Context: an optimization exercise on an open-source flow, tuned for small area. The choices shown serve that exercise and are no tape-out recipe.
The RTL was checked by simulation tests, not by an equivalence proof against the original design.
No activity file was given, so power comes from the tool's default toggle rates.

==> 02-26: inputs <==
==> flow/design.v <==
module fpga2sdram_test(
  input  wire         clk,
  input  wire         rst,
  input  wire [9:0]   reg_address,
  input  wire         reg_write,
  input  wire         reg_read,
  input  wire [63:0]  reg_writedata,
  input  wire [7:0]   reg_byteenable,
  output wire [63:0]  reg_readdata,
  output wire         reg_waitrequest,
  output wire         reg_readdatavalid,
  output wire [27:0]  sdram0_address,
  output wire [7:0]   sdram0_burstcount,
  output wire         sdram0_write,
  output wire [127:0] sdram0_writedata,
  output wire [15:0]  sdram0_byteenable,
  input  wire         sdram0_waitrequest,
  output wire         irq
);
logic [2:0] takt;
wire        wr_last = reg_write & (takt == 3'd3);
wire        rd_last = reg_read  & takt[2];
always_ff @( posedge clk or posedge rst )
  if( rst )
    takt <= '0;
  else
    if( ( reg_write | reg_read ) & !wr_last & !rd_last )
      takt <= takt + 1'd1;
    else
      takt <= '0;
assign reg_waitrequest   = ( reg_write & !wr_last ) | ( reg_read & !rd_last );
assign reg_readdatavalid = rd_last;
wire [8:0] ridx = reg_address[9:1] + {7'd0, takt[1:0]};
wire       is_ctrl = ( ridx < 9'd5 );
wire [1:0] sidx = ridx[1:0] + 2'd3;    
wire [15:0] wdata = reg_writedata [ takt[1:0]*16 +: 16 ];
wire [1:0]  wbe   = reg_byteenable[ takt[1:0]*2  +: 2  ];
logic [15:0] cr [0:4];
genvar g;
generate
  for( g = 0; g < 5; g = g + 1 )
    begin : g_cr
      wire we = reg_write & ( ridx == g );
      always_ff @( posedge clk or posedge rst )
        if( rst )
          cr[g] <= '0;
        else
          begin
            if( we & wbe[0] )
              cr[g][7:0]  <= wdata[7:0];
            if( we & wbe[1] )
              cr[g][15:8] <= wdata[15:8];
          end
    end
endgenerate
wire [31:0] dma_addr = { cr[2], cr[1] };
wire [31:0] dma_size = { cr[4], cr[3] };
logic        running;
logic [31:0] cycle_cnt;
logic [31:0] data_cnt;
logic [27:0] addr_cnt;
logic ain_d1, ain_d2, ain_d3;
always_ff @( posedge clk or posedge rst )
  if( rst )
    { ain_d3, ain_d2, ain_d1 } <= '0;
  else
    { ain_d3, ain_d2, ain_d1 } <= { ain_d2, ain_d1, cr[0][0] };
wire run_stb = ain_d2 & !ain_d3;
wire [31:0] data_inc = data_cnt + 1'd1;
wire        at_end   = ( data_inc == dma_size );
wire        finished = at_end & !sdram0_waitrequest;
always_ff @( posedge clk or posedge rst )
  if( rst )
    running <= 1'b0;
  else
    if( run_stb )
      running <= 1'b1;
    else
      if( finished )
        running <= 1'b0;
always_ff @( posedge clk or posedge rst )
  if( rst )
    cycle_cnt <= '0;
  else
    if( run_stb )
      cycle_cnt <= '0;
    else
      if( running )
        cycle_cnt <= cycle_cnt + 1'd1;
always_ff @( posedge clk )
  if( !running )
    data_cnt <= '0;
  else
    if( !sdram0_waitrequest & !at_end )
      data_cnt <= data_inc;
always_ff @( posedge clk )
  if( run_stb )
    addr_cnt <= dma_addr[27:0];
  else
    if( !sdram0_waitrequest )
      addr_cnt <= addr_cnt + 1'd1;
logic [15:0] rdata;
always_comb
  if( is_ctrl )
    case( ridx[2:0] )
      3'd0:    rdata = cr[0];
      3'd1:    rdata = cr[1];
      3'd2:    rdata = cr[2];
      3'd3:    rdata = cr[3];
      default: rdata = cr[4];
    endcase
  else
    case( sidx )
      2'd0:    rdata = { 15'd0, running };
      2'd1:    rdata = cycle_cnt[15:0];
      2'd2:    rdata = cycle_cnt[31:16];
      default: rdata = '0;
    endcase
logic [63:0] rd_shift;
always_ff @( posedge clk )
  rd_shift <= { rdata, rd_shift[63:16] };
assign reg_readdata = rd_shift;
assign irq               = finished & running;
assign sdram0_writedata  = { 32'hffffffff, ~data_cnt, 32'h00000000, data_cnt };
assign sdram0_write      = running;
assign sdram0_byteenable = 16'hffff;
assign sdram0_burstcount = 8'd1;
assign sdram0_address    = addr_cnt;
endmodule
==> flow/flow/run.sh <==
#!/bin/bash
set -euo pipefail
export BUFFER_PORTS_ARGS="-buffer_cell sky130_fd_sc_hd__buf_1"
export CTS_ARGS="-sink_clustering_enable -repair_clock_nets -dont_use_dummy_load -buf_list sky130_fd_sc_hd__clkbuf_4 -sink_clustering_size 10 -sink_clustering_max_diameter 50"
bash standard.sh finish > standard_flow.log 2>&1
==> flow/standard.sh <==
#!/bin/bash
# synth_recipe.tcl (not shown) runs the flow's synth.tcl, then flattens the netlist and writes it again
# the make line also repeats each setting of config.mk as NAME=value (left out here)
make -C /OpenROAD-flow-scripts/flow DESIGN_CONFIG=/design/flow/config.mk WORK_HOME=/design/flow/orfs CLKGATE_MAP_FILE= SYNTH_SCRIPT=/design/flow/synth_recipe.tcl "${@:-finish}"
==> flow/config.mk <==
export PLATFORM = sky130hd
export DESIGN_NAME = fpga2sdram_test
export DESIGN_NICKNAME = fpga2sdram_test
export VERILOG_FILES = /design/flow/design.v
export SDC_FILE = /design/flow/constraint.sdc
export NUM_CORES = 4
export LEC_CHECK = 0
export CAP_MARGIN = 20
export CORE_MARGIN = 2
export CORE_UTILIZATION = 40
export SLEW_MARGIN = 20
==> flow/constraint.sdc <==
create_clock -name core_clock -period 6.0 [get_ports {clk}]
set_input_delay 1.2000 -clock core_clock [delete_from_list [all_inputs] [get_ports {clk}]]
set_output_delay 1.2000 -clock core_clock [all_outputs]
set_load 0.01 [all_outputs]
==> 02-14 (differences from 02-26) <==
==> flow/run.sh (new file) <==
#!/bin/bash
# synth_recipe.tcl (not shown) runs the flow's synth.tcl, then flattens the netlist and writes it again
# the make line also repeats each setting of config.mk as NAME=value (left out here)
make -C /OpenROAD-flow-scripts/flow DESIGN_CONFIG=/design/flow/config.mk WORK_HOME=/design/flow/orfs CLKGATE_MAP_FILE= SYNTH_SCRIPT=/design/flow/synth_recipe.tcl finish
- ABC_AREA: not set -> 1
- CTS_BUF_LIST: not set -> sky130_fd_sc_hd__clkbuf_4
removed: flow/flow/run.sh
removed: flow/standard.sh
==> notes <==
First-iteration DRC count: 02-26 is lower than 02-14 (28%).
In register-to-register slack, 02-26 and 02-14 hardly differ.
Against 02-14, the count of clock-buffer cells in the layout of 02-26 is lower by 70.
Against 02-26, the sequential share of layout area of 02-14 is lower by 7.9 points.
Between 02-14 and 02-26, the lower maximum frequency is in 02-26 (gap about 5%, measured against 02-26).
Of 02-14 and 02-26, 02-14 has the higher die area (gap about 7%, measured against 02-26).
==> figures <==
|  | 02-26 | 02-14 |
|---|---|---|
| Run status | complete, no violations | complete, no violations |
| Layout overhead on the synthesized area | 9.89% | 26.6% |
| Logic gate share of total power | 0.335 | 0.448 |
| Non-clock buffer share of cell area | 0.0736 | 0.154 |
| Power in sequential cells | 2.13 mW | 2.25 mW |
| Beginning of the worst register-to-register path | data_cnt[0] | takt[0] |
| H-tree depth reported by CTS | 2 | 3 |
| Total iterations of the first detailed-routing run | 7 | 5 |
| Arr. time, crit path | 4160 ps | 3900 ps |
| Utilization of the core after routing | 0.450 | 0.511 |
| GRT Util Overall | 0.206 | 0.245 |
| Tap cell count | 396 | 448 |
| Maximum achievable frequency | 187 MHz | 196 MHz |

-- separate check: timing with driven ports --
The flow's constraints put no driver on any port. The routed layouts listed below were extracted and timed again, unchanged, in two steps.
Step 1: set_driving_cell puts a clkbuf_16 on clk and a buf_2 on each other input, an assumption about the parent block.
Step 2 times the ports against the registers' clock, not the clock port: input delays grow and output delays shrink by t, the midpoint of the rising clock arrivals with the driver on.
Three values: ideal ports, drivers, drivers and shift; two values: the first two.
run	shift t [ns]	setup WS [ns]	latest minus earliest clock arrival (ns)	worst register clock-pin slew, ns
02-26	0.667	0.642 / 0.592 / 1.259	0.088 / 0.087	0.11 / 0.11
02-14	0.705	0.896 / 0.846 / 0.936	0.053 / 0.052	0.07 / 0.07
After both steps every run listed still meets setup and hold.
